Background: an optimization exercise with open tools, aiming at small area, a short achievable clock period and few clock cycles per item. Do not read the settings as production practice.
The RTL was checked by simulation tests, not by an equivalence proof against the original design.

## flow/config.mk

```make
export PLATFORM = sky130hd
export DESIGN_NAME = net_4_8_12_16_16_1_10
export DESIGN_NICKNAME = net_4_8_12_16_16_1_10
export VERILOG_FILES = /design/flow/design.v
export SDC_FILE = /design/flow/constraint.sdc
export NUM_CORES = 4
export LEC_CHECK = 0
export CAP_MARGIN = 20
export CORE_MARGIN = 2
export CORE_UTILIZATION = 40
export SLEW_MARGIN = 20
```

## flow/constraint.sdc

```tcl
create_clock -name core_clock -period 8.0 [get_ports {clk}]
set_input_delay 1.6000 -clock core_clock [delete_from_list [all_inputs] [get_ports {clk}]]
set_output_delay 1.6000 -clock core_clock [all_outputs]
set_load 0.01 [all_outputs]
```

## flow/design.v

```verilog
module net_4_8_12_16_16_1_10(clk, reset, input_valid, input_ready, input_data, output_valid, output_ready, output_data);
    input                    clk, reset, input_valid, output_ready;
    input  signed [15:0]     input_data;
    output                   output_valid, input_ready;
    output signed [15:0]     output_data;
    function automatic logic signed [15:0] mac(input logic signed [15:0] f, input logic signed [3:0] w, input logic signed [16:0] x);
        logic signed [20:0] pr;
        logic signed [15:0] ps;
        logic signed [16:0] s;
        pr = w * x;
        if (pr > 21'sd32767) ps = 16'sd32767;
        else if (pr < -21'sd32768) ps = -16'sd32768;
        else ps = pr[15:0];
        s = f + ps;
        if (s > 17'sd32767) mac = 16'sd32767;
        else if (s < -17'sd32768) mac = -16'sd32768;
        else mac = s[15:0];
    endfunction
    logic [3:0]  ph;           
    logic [2:0]  fvs;          
    logic [2:0]  wcnt;         
    logic        in_v;         
    logic signed [15:0] in_r;
    logic        v0, v1;       
    logic [14:0] o0, o1;       
    wire         en = ~v1;
    wire         wr = in_v && (wcnt < 3'd4) && (!fvs[0] || ph >= {1'b0, wcnt} + 4'd8);
    wire         launch = en && (ph == 4'd15);
    assign input_ready = ~in_v;
    always_ff @(posedge clk) begin
        if (reset) begin
            ph <= 4'd6;
            fvs <= 3'd0;
            wcnt <= 3'd0;
            in_v <= 1'b0;
        end else begin
            if (en) ph <= ph + 4'd1;
            if (launch) fvs <= {fvs[1:0], wcnt == 3'd4};
            if (launch && wcnt == 3'd4) wcnt <= 3'd0;
            else if (wr) wcnt <= wcnt + 3'd1;
            if (in_v) in_v <= ~wr;
            else in_v <= input_valid;
        end
    end
    always_ff @(posedge clk)
        if (!in_v) in_r <= input_data;
    logic signed [15:0] x1_0;
    logic signed [3:0] w1_0;
    logic signed [15:0] f1_0;
    logic signed [15:0] x1_1;
    logic signed [3:0] w1_1;
    logic signed [15:0] f1_1;
    logic signed [15:0] x1_2;
    logic signed [3:0] w1_2;
    logic signed [15:0] f1_2;
    logic signed [15:0] x1_3;
    logic signed [3:0] w1_3;
    logic signed [15:0] f1_3;
    logic [14:0] x2_0;
    logic signed [3:0] w2_0;
    logic signed [15:0] f2_0;
    logic [14:0] x2_1;
    logic signed [3:0] w2_1;
    logic signed [15:0] f2_1;
    logic [14:0] x2_2;
    logic signed [3:0] w2_2;
    logic signed [15:0] f2_2;
    logic [14:0] x2_3;
    logic signed [3:0] w2_3;
    logic signed [15:0] f2_3;
    logic [14:0] x2_4;
    logic signed [3:0] w2_4;
    logic signed [15:0] f2_4;
    logic [14:0] x2_5;
    logic signed [3:0] w2_5;
    logic signed [15:0] f2_5;
    logic [14:0] x2_6;
    logic signed [3:0] w2_6;
    logic signed [15:0] f2_6;
    logic [14:0] x2_7;
    logic signed [3:0] w2_7;
    logic signed [15:0] f2_7;
    logic [14:0] x3_0;
    logic signed [3:0] w3_0;
    logic signed [15:0] f3_0;
    logic [14:0] x3_1;
    logic signed [3:0] w3_1;
    logic signed [15:0] f3_1;
    logic [14:0] x3_2;
    logic signed [3:0] w3_2;
    logic signed [15:0] f3_2;
    logic [14:0] x3_3;
    logic signed [3:0] w3_3;
    logic signed [15:0] f3_3;
    logic [14:0] x3_4;
    logic signed [3:0] w3_4;
    logic signed [15:0] f3_4;
    logic [14:0] x3_5;
    logic signed [3:0] w3_5;
    logic signed [15:0] f3_5;
    logic [14:0] x3_6;
    logic signed [3:0] w3_6;
    logic signed [15:0] f3_6;
    logic [14:0] x3_7;
    logic signed [3:0] w3_7;
    logic signed [15:0] f3_7;
    logic [14:0] x3_8;
    logic signed [3:0] w3_8;
    logic signed [15:0] f3_8;
    logic [14:0] x3_9;
    logic signed [3:0] w3_9;
    logic signed [15:0] f3_9;
    logic [14:0] x3_10;
    logic signed [3:0] w3_10;
    logic signed [15:0] f3_10;
    logic [14:0] x3_11;
    logic signed [3:0] w3_11;
    always_comb begin
        case (ph)
            4'd0: w1_0 = 4'sd7;
            4'd1: w1_0 = 4'sd1;
            4'd2: w1_0 = 4'sd0;
            4'd3: w1_0 = -4'sd6;
            4'd4: w1_0 = -4'sd1;
            4'd5: w1_0 = -4'sd1;
            4'd6: w1_0 = 4'sd7;
            4'd7: w1_0 = -4'sd2;
            4'd8: w1_0 = 4'sd0;
            4'd9: w1_0 = 4'sd0;
            4'd10: w1_0 = 4'sd0;
            4'd11: w1_0 = 4'sd0;
            4'd12: w1_0 = 4'sd0;
            4'd13: w1_0 = 4'sd0;
            4'd14: w1_0 = 4'sd0;
            4'd15: w1_0 = 4'sd0;
            default: w1_0 = 4'sd0;
        endcase
    end
    always_comb begin
        case (ph)
            4'd0: w1_1 = 4'sd0;
            4'd1: w1_1 = 4'sd1;
            4'd2: w1_1 = 4'sd7;
            4'd3: w1_1 = -4'sd3;
            4'd4: w1_1 = 4'sd6;
            4'd5: w1_1 = 4'sd1;
            4'd6: w1_1 = -4'sd2;
            4'd7: w1_1 = -4'sd4;
            4'd8: w1_1 = -4'sd4;
            4'd9: w1_1 = 4'sd0;
            4'd10: w1_1 = 4'sd0;
            4'd11: w1_1 = 4'sd0;
            4'd12: w1_1 = 4'sd0;
            4'd13: w1_1 = 4'sd0;
            4'd14: w1_1 = 4'sd0;
            4'd15: w1_1 = 4'sd0;
            default: w1_1 = 4'sd0;
        endcase
    end
    always_comb begin
        case (ph)
            4'd0: w1_2 = 4'sd0;
            4'd1: w1_2 = 4'sd0;
            4'd2: w1_2 = -4'sd4;
            4'd3: w1_2 = 4'sd2;
            4'd4: w1_2 = 4'sd2;
            4'd5: w1_2 = -4'sd6;
            4'd6: w1_2 = -4'sd7;
            4'd7: w1_2 = 4'sd0;
            4'd8: w1_2 = 4'sd2;
            4'd9: w1_2 = 4'sd7;
            4'd10: w1_2 = 4'sd0;
            4'd11: w1_2 = 4'sd0;
            4'd12: w1_2 = 4'sd0;
            4'd13: w1_2 = 4'sd0;
            4'd14: w1_2 = 4'sd0;
            4'd15: w1_2 = 4'sd0;
            default: w1_2 = 4'sd0;
        endcase
    end
    always_comb begin
        case (ph)
            4'd0: w1_3 = 4'sd0;
            4'd1: w1_3 = 4'sd0;
            4'd2: w1_3 = 4'sd0;
            4'd3: w1_3 = -4'sd5;
            4'd4: w1_3 = -4'sd1;
            4'd5: w1_3 = 4'sd2;
            4'd6: w1_3 = -4'sd2;
            4'd7: w1_3 = 4'sd5;
            4'd8: w1_3 = -4'sd4;
            4'd9: w1_3 = 4'sd3;
            4'd10: w1_3 = -4'sd3;
            4'd11: w1_3 = 4'sd0;
            4'd12: w1_3 = 4'sd0;
            4'd13: w1_3 = 4'sd0;
            4'd14: w1_3 = 4'sd0;
            4'd15: w1_3 = 4'sd0;
            default: w1_3 = 4'sd0;
        endcase
    end
    always_comb begin
        case (ph)
            4'd0: w2_0 = -4'sd6;
            4'd1: w2_0 = 4'sd0;
            4'd2: w2_0 = 4'sd0;
            4'd3: w2_0 = 4'sd0;
            4'd4: w2_0 = 4'sd0;
            4'd5: w2_0 = 4'sd5;
            4'd6: w2_0 = 4'sd0;
            4'd7: w2_0 = -4'sd8;
            4'd8: w2_0 = -4'sd1;
            4'd9: w2_0 = -4'sd3;
            4'd10: w2_0 = -4'sd2;
            4'd11: w2_0 = -4'sd4;
            4'd12: w2_0 = 4'sd2;
            4'd13: w2_0 = 4'sd7;
            4'd14: w2_0 = -4'sd4;
            4'd15: w2_0 = 4'sd5;
            default: w2_0 = 4'sd0;
        endcase
    end
    always_comb begin
        case (ph)
            4'd0: w2_1 = 4'sd7;
            4'd1: w2_1 = 4'sd1;
            4'd2: w2_1 = 4'sd0;
            4'd3: w2_1 = 4'sd0;
            4'd4: w2_1 = 4'sd0;
            4'd5: w2_1 = 4'sd0;
            4'd6: w2_1 = -4'sd5;
            4'd7: w2_1 = 4'sd1;
            4'd8: w2_1 = -4'sd6;
            4'd9: w2_1 = -4'sd2;
            4'd10: w2_1 = 4'sd4;
            4'd11: w2_1 = 4'sd1;
            4'd12: w2_1 = -4'sd1;
            4'd13: w2_1 = -4'sd2;
            4'd14: w2_1 = 4'sd2;
            4'd15: w2_1 = -4'sd3;
            default: w2_1 = 4'sd0;
        endcase
    end
    always_comb begin
        case (ph)
            4'd0: w2_2 = 4'sd2;
            4'd1: w2_2 = 4'sd0;
            4'd2: w2_2 = -4'sd5;
            4'd3: w2_2 = 4'sd0;
            4'd4: w2_2 = 4'sd0;
            4'd5: w2_2 = 4'sd0;
            4'd6: w2_2 = 4'sd0;
            4'd7: w2_2 = 4'sd0;
            4'd8: w2_2 = -4'sd3;
            4'd9: w2_2 = 4'sd3;
            4'd10: w2_2 = -4'sd6;
            4'd11: w2_2 = 4'sd6;
            4'd12: w2_2 = -4'sd7;
            4'd13: w2_2 = 4'sd1;
            4'd14: w2_2 = -4'sd8;
            4'd15: w2_2 = -4'sd2;
            default: w2_2 = 4'sd0;
        endcase
    end
    always_comb begin
        case (ph)
            4'd0: w2_3 = 4'sd6;
            4'd1: w2_3 = -4'sd3;
            4'd2: w2_3 = -4'sd1;
            4'd3: w2_3 = 4'sd3;
            4'd4: w2_3 = 4'sd0;
            4'd5: w2_3 = 4'sd0;
            4'd6: w2_3 = 4'sd0;
            4'd7: w2_3 = 4'sd0;
            4'd8: w2_3 = -4'sd1;
            4'd9: w2_3 = 4'sd2;
            4'd10: w2_3 = -4'sd1;
            4'd11: w2_3 = 4'sd6;
            4'd12: w2_3 = 4'sd0;
            4'd13: w2_3 = 4'sd5;
            4'd14: w2_3 = 4'sd4;
            4'd15: w2_3 = -4'sd4;
            default: w2_3 = 4'sd0;
        endcase
    end
    always_comb begin
        case (ph)
            4'd0: w2_4 = 4'sd0;
            4'd1: w2_4 = -4'sd1;
            4'd2: w2_4 = -4'sd1;
            4'd3: w2_4 = -4'sd4;
            4'd4: w2_4 = 4'sd5;
            4'd5: w2_4 = 4'sd0;
            4'd6: w2_4 = 4'sd0;
            4'd7: w2_4 = 4'sd0;
            4'd8: w2_4 = 4'sd0;
            4'd9: w2_4 = -4'sd5;
            4'd10: w2_4 = -4'sd1;
            4'd11: w2_4 = 4'sd0;
            4'd12: w2_4 = 4'sd2;
            4'd13: w2_4 = 4'sd6;
            4'd14: w2_4 = -4'sd7;
            4'd15: w2_4 = 4'sd2;
            default: w2_4 = 4'sd0;
        endcase
    end
    always_comb begin
        case (ph)
            4'd0: w2_5 = -4'sd4;
            4'd1: w2_5 = -4'sd5;
            4'd2: w2_5 = 4'sd2;
            4'd3: w2_5 = -4'sd2;
            4'd4: w2_5 = 4'sd4;
            4'd5: w2_5 = 4'sd7;
            4'd6: w2_5 = 4'sd0;
            4'd7: w2_5 = 4'sd0;
            4'd8: w2_5 = 4'sd0;
            4'd9: w2_5 = 4'sd0;
            4'd10: w2_5 = -4'sd6;
            4'd11: w2_5 = -4'sd1;
            4'd12: w2_5 = -4'sd5;
            4'd13: w2_5 = -4'sd6;
            4'd14: w2_5 = 4'sd5;
            4'd15: w2_5 = -4'sd6;
            default: w2_5 = 4'sd0;
        endcase
    end
    always_comb begin
        case (ph)
            4'd0: w2_6 = 4'sd3;
            4'd1: w2_6 = -4'sd4;
            4'd2: w2_6 = 4'sd4;
            4'd3: w2_6 = -4'sd4;
            4'd4: w2_6 = -4'sd2;
            4'd5: w2_6 = 4'sd1;
            4'd6: w2_6 = 4'sd1;
            4'd7: w2_6 = 4'sd0;
            4'd8: w2_6 = 4'sd0;
            4'd9: w2_6 = 4'sd0;
            4'd10: w2_6 = 4'sd0;
            4'd11: w2_6 = 4'sd6;
            4'd12: w2_6 = -4'sd7;
            4'd13: w2_6 = 4'sd3;
            4'd14: w2_6 = -4'sd5;
            4'd15: w2_6 = -4'sd4;
            default: w2_6 = 4'sd0;
        endcase
    end
    always_comb begin
        case (ph)
            4'd0: w2_7 = -4'sd2;
            4'd1: w2_7 = -4'sd7;
            4'd2: w2_7 = -4'sd6;
            4'd3: w2_7 = 4'sd6;
            4'd4: w2_7 = 4'sd5;
            4'd5: w2_7 = 4'sd3;
            4'd6: w2_7 = 4'sd6;
            4'd7: w2_7 = 4'sd4;
            4'd8: w2_7 = 4'sd0;
            4'd9: w2_7 = 4'sd0;
            4'd10: w2_7 = 4'sd0;
            4'd11: w2_7 = 4'sd0;
            4'd12: w2_7 = 4'sd3;
            4'd13: w2_7 = 4'sd6;
            4'd14: w2_7 = -4'sd1;
            4'd15: w2_7 = -4'sd1;
            default: w2_7 = 4'sd0;
        endcase
    end
    always_comb begin
        case (ph)
            4'd0: w3_0 = -4'sd2;
            4'd1: w3_0 = 4'sd1;
            4'd2: w3_0 = -4'sd7;
            4'd3: w3_0 = -4'sd3;
            4'd4: w3_0 = 4'sd0;
            4'd5: w3_0 = -4'sd7;
            4'd6: w3_0 = -4'sd1;
            4'd7: w3_0 = -4'sd7;
            4'd8: w3_0 = 4'sd0;
            4'd9: w3_0 = 4'sd0;
            4'd10: w3_0 = -4'sd8;
            4'd11: w3_0 = 4'sd0;
            4'd12: w3_0 = -4'sd2;
            4'd13: w3_0 = 4'sd2;
            4'd14: w3_0 = 4'sd1;
            4'd15: w3_0 = 4'sd7;
            default: w3_0 = 4'sd0;
        endcase
    end
    always_comb begin
        case (ph)
            4'd0: w3_1 = 4'sd1;
            4'd1: w3_1 = 4'sd6;
            4'd2: w3_1 = -4'sd2;
            4'd3: w3_1 = 4'sd6;
            4'd4: w3_1 = -4'sd3;
            4'd5: w3_1 = -4'sd7;
            4'd6: w3_1 = 4'sd2;
            4'd7: w3_1 = 4'sd5;
            4'd8: w3_1 = 4'sd5;
            4'd9: w3_1 = 4'sd1;
            4'd10: w3_1 = 4'sd7;
            4'd11: w3_1 = 4'sd5;
            4'd12: w3_1 = -4'sd8;
            4'd13: w3_1 = -4'sd8;
            4'd14: w3_1 = 4'sd1;
            4'd15: w3_1 = 4'sd7;
            default: w3_1 = 4'sd0;
        endcase
    end
    always_comb begin
        case (ph)
            4'd0: w3_2 = 4'sd2;
            4'd1: w3_2 = -4'sd1;
            4'd2: w3_2 = 4'sd1;
            4'd3: w3_2 = 4'sd1;
            4'd4: w3_2 = 4'sd4;
            4'd5: w3_2 = 4'sd2;
            4'd6: w3_2 = -4'sd1;
            4'd7: w3_2 = 4'sd4;
            4'd8: w3_2 = 4'sd6;
            4'd9: w3_2 = 4'sd4;
            4'd10: w3_2 = 4'sd0;
            4'd11: w3_2 = 4'sd2;
            4'd12: w3_2 = -4'sd1;
            4'd13: w3_2 = -4'sd4;
            4'd14: w3_2 = 4'sd2;
            4'd15: w3_2 = 4'sd4;
            default: w3_2 = 4'sd0;
        endcase
    end
    always_comb begin
        case (ph)
            4'd0: w3_3 = 4'sd1;
            4'd1: w3_3 = -4'sd7;
            4'd2: w3_3 = 4'sd4;
            4'd3: w3_3 = -4'sd5;
            4'd4: w3_3 = 4'sd6;
            4'd5: w3_3 = 4'sd4;
            4'd6: w3_3 = -4'sd1;
            4'd7: w3_3 = 4'sd6;
            4'd8: w3_3 = -4'sd1;
            4'd9: w3_3 = -4'sd8;
            4'd10: w3_3 = -4'sd7;
            4'd11: w3_3 = 4'sd6;
            4'd12: w3_3 = 4'sd6;
            4'd13: w3_3 = -4'sd1;
            4'd14: w3_3 = 4'sd0;
            4'd15: w3_3 = 4'sd6;
            default: w3_3 = 4'sd0;
        endcase
    end
    always_comb begin
        case (ph)
            4'd0: w3_4 = -4'sd4;
            4'd1: w3_4 = 4'sd6;
            4'd2: w3_4 = 4'sd2;
            4'd3: w3_4 = 4'sd1;
            4'd4: w3_4 = 4'sd5;
            4'd5: w3_4 = 4'sd7;
            4'd6: w3_4 = 4'sd3;
            4'd7: w3_4 = 4'sd7;
            4'd8: w3_4 = -4'sd6;
            4'd9: w3_4 = 4'sd6;
            4'd10: w3_4 = 4'sd1;
            4'd11: w3_4 = -4'sd1;
            4'd12: w3_4 = 4'sd6;
            4'd13: w3_4 = 4'sd7;
            4'd14: w3_4 = -4'sd3;
            4'd15: w3_4 = -4'sd6;
            default: w3_4 = 4'sd0;
        endcase
    end
    always_comb begin
        case (ph)
            4'd0: w3_5 = 4'sd2;
            4'd1: w3_5 = 4'sd4;
            4'd2: w3_5 = 4'sd0;
            4'd3: w3_5 = 4'sd7;
            4'd4: w3_5 = 4'sd7;
            4'd5: w3_5 = -4'sd6;
            4'd6: w3_5 = 4'sd4;
            4'd7: w3_5 = -4'sd1;
            4'd8: w3_5 = -4'sd6;
            4'd9: w3_5 = -4'sd7;
            4'd10: w3_5 = -4'sd7;
            4'd11: w3_5 = -4'sd3;
            4'd12: w3_5 = 4'sd4;
            4'd13: w3_5 = -4'sd5;
            4'd14: w3_5 = 4'sd2;
            4'd15: w3_5 = -4'sd2;
            default: w3_5 = 4'sd0;
        endcase
    end
    always_comb begin
        case (ph)
            4'd0: w3_6 = 4'sd4;
            4'd1: w3_6 = -4'sd7;
            4'd2: w3_6 = 4'sd5;
            4'd3: w3_6 = -4'sd1;
            4'd4: w3_6 = 4'sd6;
            4'd5: w3_6 = -4'sd5;
            4'd6: w3_6 = -4'sd8;
            4'd7: w3_6 = 4'sd2;
            4'd8: w3_6 = 4'sd2;
            4'd9: w3_6 = -4'sd6;
            4'd10: w3_6 = 4'sd5;
            4'd11: w3_6 = 4'sd2;
            4'd12: w3_6 = 4'sd1;
            4'd13: w3_6 = 4'sd3;
            4'd14: w3_6 = -4'sd4;
            4'd15: w3_6 = -4'sd1;
            default: w3_6 = 4'sd0;
        endcase
    end
    always_comb begin
        case (ph)
            4'd0: w3_7 = -4'sd7;
            4'd1: w3_7 = 4'sd5;
            4'd2: w3_7 = 4'sd2;
            4'd3: w3_7 = -4'sd3;
            4'd4: w3_7 = -4'sd2;
            4'd5: w3_7 = 4'sd6;
            4'd6: w3_7 = 4'sd5;
            4'd7: w3_7 = -4'sd1;
            4'd8: w3_7 = 4'sd6;
            4'd9: w3_7 = -4'sd7;
            4'd10: w3_7 = 4'sd1;
            4'd11: w3_7 = -4'sd5;
            4'd12: w3_7 = -4'sd5;
            4'd13: w3_7 = -4'sd7;
            4'd14: w3_7 = 4'sd0;
            4'd15: w3_7 = -4'sd2;
            default: w3_7 = 4'sd0;
        endcase
    end
    always_comb begin
        case (ph)
            4'd0: w3_8 = -4'sd8;
            4'd1: w3_8 = 4'sd0;
            4'd2: w3_8 = 4'sd7;
            4'd3: w3_8 = 4'sd2;
            4'd4: w3_8 = 4'sd2;
            4'd5: w3_8 = 4'sd0;
            4'd6: w3_8 = -4'sd4;
            4'd7: w3_8 = 4'sd3;
            4'd8: w3_8 = -4'sd7;
            4'd9: w3_8 = -4'sd2;
            4'd10: w3_8 = -4'sd2;
            4'd11: w3_8 = 4'sd1;
            4'd12: w3_8 = 4'sd7;
            4'd13: w3_8 = -4'sd2;
            4'd14: w3_8 = -4'sd2;
            4'd15: w3_8 = -4'sd1;
            default: w3_8 = 4'sd0;
        endcase
    end
    always_comb begin
        case (ph)
            4'd0: w3_9 = -4'sd1;
            4'd1: w3_9 = -4'sd6;
            4'd2: w3_9 = -4'sd4;
            4'd3: w3_9 = -4'sd3;
            4'd4: w3_9 = 4'sd3;
            4'd5: w3_9 = -4'sd4;
            4'd6: w3_9 = 4'sd3;
            4'd7: w3_9 = 4'sd1;
            4'd8: w3_9 = 4'sd5;
            4'd9: w3_9 = 4'sd2;
            4'd10: w3_9 = -4'sd7;
            4'd11: w3_9 = -4'sd5;
            4'd12: w3_9 = 4'sd4;
            4'd13: w3_9 = 4'sd1;
            4'd14: w3_9 = -4'sd3;
            4'd15: w3_9 = -4'sd8;
            default: w3_9 = 4'sd0;
        endcase
    end
    always_comb begin
        case (ph)
            4'd0: w3_10 = -4'sd8;
            4'd1: w3_10 = 4'sd7;
            4'd2: w3_10 = -4'sd2;
            4'd3: w3_10 = -4'sd6;
            4'd4: w3_10 = 4'sd4;
            4'd5: w3_10 = 4'sd1;
            4'd6: w3_10 = 4'sd4;
            4'd7: w3_10 = 4'sd6;
            4'd8: w3_10 = -4'sd5;
            4'd9: w3_10 = 4'sd3;
            4'd10: w3_10 = 4'sd0;
            4'd11: w3_10 = 4'sd2;
            4'd12: w3_10 = -4'sd3;
            4'd13: w3_10 = -4'sd1;
            4'd14: w3_10 = -4'sd8;
            4'd15: w3_10 = 4'sd2;
            default: w3_10 = 4'sd0;
        endcase
    end
    always_comb begin
        case (ph)
            4'd0: w3_11 = -4'sd3;
            4'd1: w3_11 = 4'sd1;
            4'd2: w3_11 = -4'sd3;
            4'd3: w3_11 = 4'sd1;
            4'd4: w3_11 = 4'sd7;
            4'd5: w3_11 = 4'sd6;
            4'd6: w3_11 = 4'sd1;
            4'd7: w3_11 = 4'sd7;
            4'd8: w3_11 = 4'sd3;
            4'd9: w3_11 = 4'sd4;
            4'd10: w3_11 = 4'sd6;
            4'd11: w3_11 = 4'sd3;
            4'd12: w3_11 = 4'sd7;
            4'd13: w3_11 = -4'sd5;
            4'd14: w3_11 = 4'sd0;
            4'd15: w3_11 = 4'sd2;
            default: w3_11 = 4'sd0;
        endcase
    end
    always_ff @(posedge clk) if (wr && wcnt == 3'd0) x1_0 <= in_r;
    always_ff @(posedge clk) if (wr && wcnt == 3'd1) x1_1 <= in_r;
    always_ff @(posedge clk) if (wr && wcnt == 3'd2) x1_2 <= in_r;
    always_ff @(posedge clk) if (wr && wcnt == 3'd3) x1_3 <= in_r;
    always_ff @(posedge clk) if (en && ph == 4'd4) x2_0 <= f1_3[15] ? 15'd0 : f1_3[14:0];
    always_ff @(posedge clk) if (en && ph == 4'd5) x2_1 <= f1_3[15] ? 15'd0 : f1_3[14:0];
    always_ff @(posedge clk) if (en && ph == 4'd6) x2_2 <= f1_3[15] ? 15'd0 : f1_3[14:0];
    always_ff @(posedge clk) if (en && ph == 4'd7) x2_3 <= f1_3[15] ? 15'd0 : f1_3[14:0];
    always_ff @(posedge clk) if (en && ph == 4'd8) x2_4 <= f1_3[15] ? 15'd0 : f1_3[14:0];
    always_ff @(posedge clk) if (en && ph == 4'd9) x2_5 <= f1_3[15] ? 15'd0 : f1_3[14:0];
    always_ff @(posedge clk) if (en && ph == 4'd10) x2_6 <= f1_3[15] ? 15'd0 : f1_3[14:0];
    always_ff @(posedge clk) if (en && ph == 4'd11) x2_7 <= f1_3[15] ? 15'd0 : f1_3[14:0];
    always_ff @(posedge clk) if (en && ph == 4'd13) x3_0 <= f2_7[15] ? 15'd0 : f2_7[14:0];
    always_ff @(posedge clk) if (en && ph == 4'd14) x3_1 <= f2_7[15] ? 15'd0 : f2_7[14:0];
    always_ff @(posedge clk) if (en && ph == 4'd15) x3_2 <= f2_7[15] ? 15'd0 : f2_7[14:0];
    always_ff @(posedge clk) if (en && ph == 4'd0) x3_3 <= f2_7[15] ? 15'd0 : f2_7[14:0];
    always_ff @(posedge clk) if (en && ph == 4'd1) x3_4 <= f2_7[15] ? 15'd0 : f2_7[14:0];
    always_ff @(posedge clk) if (en && ph == 4'd2) x3_5 <= f2_7[15] ? 15'd0 : f2_7[14:0];
    always_ff @(posedge clk) if (en && ph == 4'd3) x3_6 <= f2_7[15] ? 15'd0 : f2_7[14:0];
    always_ff @(posedge clk) if (en && ph == 4'd4) x3_7 <= f2_7[15] ? 15'd0 : f2_7[14:0];
    always_ff @(posedge clk) if (en && ph == 4'd5) x3_8 <= f2_7[15] ? 15'd0 : f2_7[14:0];
    always_ff @(posedge clk) if (en && ph == 4'd6) x3_9 <= f2_7[15] ? 15'd0 : f2_7[14:0];
    always_ff @(posedge clk) if (en && ph == 4'd7) x3_10 <= f2_7[15] ? 15'd0 : f2_7[14:0];
    always_ff @(posedge clk) if (en && ph == 4'd8) x3_11 <= f2_7[15] ? 15'd0 : f2_7[14:0];
    always_ff @(posedge clk) if (en) f1_0 <= mac(16'sd0, w1_0, {x1_0[15], x1_0});
    always_ff @(posedge clk) if (en) f1_1 <= mac(f1_0, w1_1, {x1_1[15], x1_1});
    always_ff @(posedge clk) if (en) f1_2 <= mac(f1_1, w1_2, {x1_2[15], x1_2});
    always_ff @(posedge clk) if (en) f1_3 <= mac(f1_2, w1_3, {x1_3[15], x1_3});
    always_ff @(posedge clk) if (en) f2_0 <= mac(16'sd0, w2_0, {2'b00, x2_0});
    always_ff @(posedge clk) if (en) f2_1 <= mac(f2_0, w2_1, {2'b00, x2_1});
    always_ff @(posedge clk) if (en) f2_2 <= mac(f2_1, w2_2, {2'b00, x2_2});
    always_ff @(posedge clk) if (en) f2_3 <= mac(f2_2, w2_3, {2'b00, x2_3});
    always_ff @(posedge clk) if (en) f2_4 <= mac(f2_3, w2_4, {2'b00, x2_4});
    always_ff @(posedge clk) if (en) f2_5 <= mac(f2_4, w2_5, {2'b00, x2_5});
    always_ff @(posedge clk) if (en) f2_6 <= mac(f2_5, w2_6, {2'b00, x2_6});
    always_ff @(posedge clk) if (en) f2_7 <= mac(f2_6, w2_7, {2'b00, x2_7});
    always_ff @(posedge clk) if (en) f3_0 <= mac(16'sd0, w3_0, {2'b00, x3_0});
    always_ff @(posedge clk) if (en) f3_1 <= mac(f3_0, w3_1, {2'b00, x3_1});
    always_ff @(posedge clk) if (en) f3_2 <= mac(f3_1, w3_2, {2'b00, x3_2});
    always_ff @(posedge clk) if (en) f3_3 <= mac(f3_2, w3_3, {2'b00, x3_3});
    always_ff @(posedge clk) if (en) f3_4 <= mac(f3_3, w3_4, {2'b00, x3_4});
    always_ff @(posedge clk) if (en) f3_5 <= mac(f3_4, w3_5, {2'b00, x3_5});
    always_ff @(posedge clk) if (en) f3_6 <= mac(f3_5, w3_6, {2'b00, x3_6});
    always_ff @(posedge clk) if (en) f3_7 <= mac(f3_6, w3_7, {2'b00, x3_7});
    always_ff @(posedge clk) if (en) f3_8 <= mac(f3_7, w3_8, {2'b00, x3_8});
    always_ff @(posedge clk) if (en) f3_9 <= mac(f3_8, w3_9, {2'b00, x3_9});
    always_ff @(posedge clk) if (en) f3_10 <= mac(f3_9, w3_10, {2'b00, x3_10});
    wire signed [15:0] y = mac(f3_10, w3_11, {2'b00, x3_11});
    wire [14:0] yr = y[15] ? 15'd0 : y[14:0];
    wire push = en && (ph >= 4'd9 ? fvs[1] : fvs[2]);
    wire pop = v0 && output_ready;
    always_ff @(posedge clk) begin
        if (reset) begin
            v0 <= 1'b0;
            v1 <= 1'b0;
        end else begin
            if (!v0) v0 <= push;
            else if (!v1) begin
                if (pop && !push) v0 <= 1'b0;
                if (!pop && push) v1 <= 1'b1;
            end else if (pop) v1 <= 1'b0;
        end
    end
    always_ff @(posedge clk) begin
        if (!v0 || (!v1 && pop)) begin
            if (push) o0 <= yr;
        end else if (v1 && pop) o0 <= o1;
        if (v0 && !v1 && !pop && push) o1 <= yr;
    end
    assign output_valid = v0;
    assign output_data = {1'b0, o0};
endmodule
```

## flow/run.sh

```bash
#!/bin/bash
# synth_recipe.tcl (not shown) runs the flow's synth.tcl, then flattens the netlist and writes it again
# the make line also repeats each setting of config.mk as NAME=value (left out here)
make -C /OpenROAD-flow-scripts/flow DESIGN_CONFIG=/design/flow/config.mk WORK_HOME=/design/flow/orfs CLKGATE_MAP_FILE= SYNTH_SCRIPT=/design/flow/synth_recipe.tcl finish
```

==> results by group <==
Flow run
  • Max-cap check violation count: 0

Logic synthesis
  • Net count after synthesis: approximately 12k
  • Yosys top cell area share: 24.8%
  • Post-synthesis sequential area ratio: roughly 27%
  • Post-synth EDFFs: a little under 800
  • Synth Flop Type: edfxtp_1
  • Yosys reg bits: 887
  • Synth top area cells: edfxtp_1 (25%), ha_1 (17%), fa_1 (15%)
  • Synth Instances: 9,544
  • Synthesized area per cell: 9.88 sq um
  • Cell taking the most area after synthesis: edfxtp_1
  • Commonest cells in the netlist: ha_1 (1,285), and2_1 (850), edfxtp_1 (778)
  • Async S/R FF share, synth: 0%
  • Most common cell in the netlist: ha_1
  • Ys Warns: 1
  • Synthesized area: 0.0943 sq mm
  • Synth cell types: 104

Drt
  • Drt total wl: 240 mm
  • Starting DRT DRC Count: 4,360
  • Post-route antenna net violation count: 0
  • Vias: 69.3k
  • DR WL/cell: 18.5 um
  • Drt via density: 5.35
  • DRT Pass-1 Iters: 6
  • Post-route DRC: 0

Global route
  • First-pass GRT wire length: 381 mm
  • Total GRT Usage: 19.8%
  • Gr ovfl total: 0
  • Initial antenna violation count: 13
  • Vias in the first global route: about 70k
  • Largest net degree at the start of global routing: 119

Floorplan
  • Row count: 178
  • Core Region: 0.235 sq mm
  • Die width: 490 um
  • Die area: 0.240 sq mm
  • Num ports: 38
  • Height of the die: 490 um
  • Initial cell density of the core: 40.2%

STA
  • Final Critical Period: 7.68 ns
  • Max transition margin: 18.9%
  • Slew Viols, Final: 0
  • Final Cycle Share: 96.0%
  • Achievable frequency: 130 MHz
  • Final setup vio count: 0
  • Hold Fails Final Rpt: 0
  • Setup TNS: 0 ns
  • Clock Skews: 0.0461 ns
  • Worst Max-Slew Pin Slew: 1.21 ns

Setup path
  • Setup CP Type: reg2reg
  • CP endpoint kind: flip-flop
  • Crit path max-delay cell type: fa_1
  • Critical path required time: around 8.5 ns
  • Crit path max fanout: 8
  • Crit-path max cell delay: 0.55 ns
  • Crit path launch type: flip-flop
  • CP arrival: slightly above 8 ns

Layout
  • Total Nets Final: 11.7k
  • Area Growth Syn to Fin: 11.1%
  • Fin util: 44.6%
  • Share of cells above drive strength 1: 7.92%

CTS
  • CTS root buf: clkbuf_16
  • Clock slew at reported path FFs: about 0.07 ns
  • Clock Latency Late Sink: 0.79 ns
  • CTS max path bufs: 3
  • CTS sink cnt: between 800 and 900
  • TritonCTS Buffers: between 100 and 150
  • H-tree levels: 3
  • TritonCTS clock tree: yes

Run status
  • Status: finished clean

Place
  • Routability congestion estimate: 0.902
  • Port buffer count: 36
  • DP Wirelength: 188 mm

Worst hold path
  • Hold WC Path Type: reg2reg
==> layout by cell type, fill, tap and decap left out, drive strengths merged, types with 15 or more instances in the layout <==
cell           Yosys  final
dfxtp            109    109
or3               40     40
o21a             108    108
nand2b           182    182
a211oi            33     33
a2111oi           20     20
a31oi             59     59
o31ai             55     55
or2               32     32
fa               693    693
clkbuf           218    129
ha              1285   1285
a21boi            25     25
o21bai            94     94
nand4             40     40
nor2b            331    331
o21ai            594    594
maj3              52     52
a31o              29     29
clkinv             1     34
nor3             107    107
and3              50     50
and2             851    851
clkdlybuf4s50      0     35
a21oi            693    693
nor2             416    417
and4              15     15
nand3             71     71
a21o             373    373
buf               33    268
o211ai            34     34
o22ai             28     28
nand2            561    563
xnor2            384    385
edfxtp           778    778
inv              692    703
xor2             230    230
==> area by class of cell <==
type / count / area (sq um)
fill: 22300 / 130000
multi-input combinational: 7717 / 66500
sequential: 887 / 25600
tap: 3150 / 3940
clock buffer: 128 / 2860
inverter: 693 / 2620
timing repair buffer: 305 / 2450
clock inverter: 68 / 812
antenna: 6 / 15.0
==> per-layer routing <==
layer	vias to the layer above	track usage, %	wire (um)
met2	1286	34.5	117000
met5	-	0	41
met3	352	2.21	8890
met1	33800	25.9	107000
met4	6	5.91	7420
li1	33800	-	-
==> critical path: cells and delay by family, from the launching register on <==
kind / cells / cell delay (ns)
xor gates and xnor gates: 1 / 0.12
DFF: 1 / 0.38
AOI/OAI and AO/OA: 14 / 2.81
buffers and inverters: 3 / 0.41
and+or+nand+nor: 5 / 0.92
adders and majority gates: 7 / 2.75
==> final timing paths <==
path | from | end | slack, ns | cells past startpoint
setup / recovery | x2_4[0] | f2_4[0] | 0.32 | 30
hold / removal | fvs[1] | fvs[2] | 0.46 | 2
setup reg to reg | x2_4[0] | f2_4[0] | 0.32 | 30
hold reg to reg | fvs[1] | fvs[2] | 0.46 | 2
==> through the flow <==
step	instance area (sq um)	hold WS (ns)	std cells	worst slack [ns]
after global routing	105000	0.482	12900	-0.0460
after global placement	99400	0.455	12700	-0.188
after CTS	103000	0.466	12900	0.000253
final	105000	0.464	13000	0.316
after detailed placement	99400	0.457	12700	-0.227
after floorplan	94300	0.439	9544	0.152
==> timing repair <==
action	4_1_cts	5_1_grt
setup buffers	4	59
resized for setup	20	254
hold buffers	0	0
pin swaps	4	68
endpoints found under the hold margin	0	0
setup endpoints to repair	76	344
cloned	1	4
==> cell families (layout without fill, tap and decap cells) <==
| family | Yosys count | after routing | synth area share [%] |
|---|---|---|---|
| adders and majority gates | 2030 | 2030 | 32.3 |
| DFF | 887 | 887 | 27.1 |
| and+or+nand+nor | 2745 | 2748 | 15.5 |
| other | 1 | 7 | 0.00398 |
| xor gates and xnor gates | 614 | 615 | 5.72 |
| AOI/OAI and AO/OA | 2312 | 2312 | 15.4 |
| muxes | 11 | 11 | 0.122 |
| buffers and inverters | 944 | 1194 | 3.81 |
Testbench counts, summed over its fixed seeds: cycles 15,640, items 960.

static timing again, ports no longer ideal:
No port has a modelled driver above. Below, the same layout with a new extraction and two added sets of constraints.
Step 1 (the two cells are an assumption about what drives the block):
set clk [get_ports {clk}]
set_driving_cell -lib_cell sky130_fd_sc_hd__clkbuf_16 $clk
set_driving_cell -lib_cell sky130_fd_sc_hd__buf_2 [delete_from_list [all_inputs] $clk]
Step 2 also shifts input and output timing later by t, the mid clock arrival at the registers, as if the neighbouring blocks saw the same clock.
Slacks: ideal / step 1 / step 2; pairs: ideal / step 1.
t, ns: 0.849
setup WS [ns]: 0.316 / 0.316 / 0.316
worst setup path after step 2: register to register
cell pins on the clock port's net: 1
After both steps this run still meets setup and hold. The setup slack of this run moves by 0.000 ns with the drivers and by 0.000 ns with both steps.
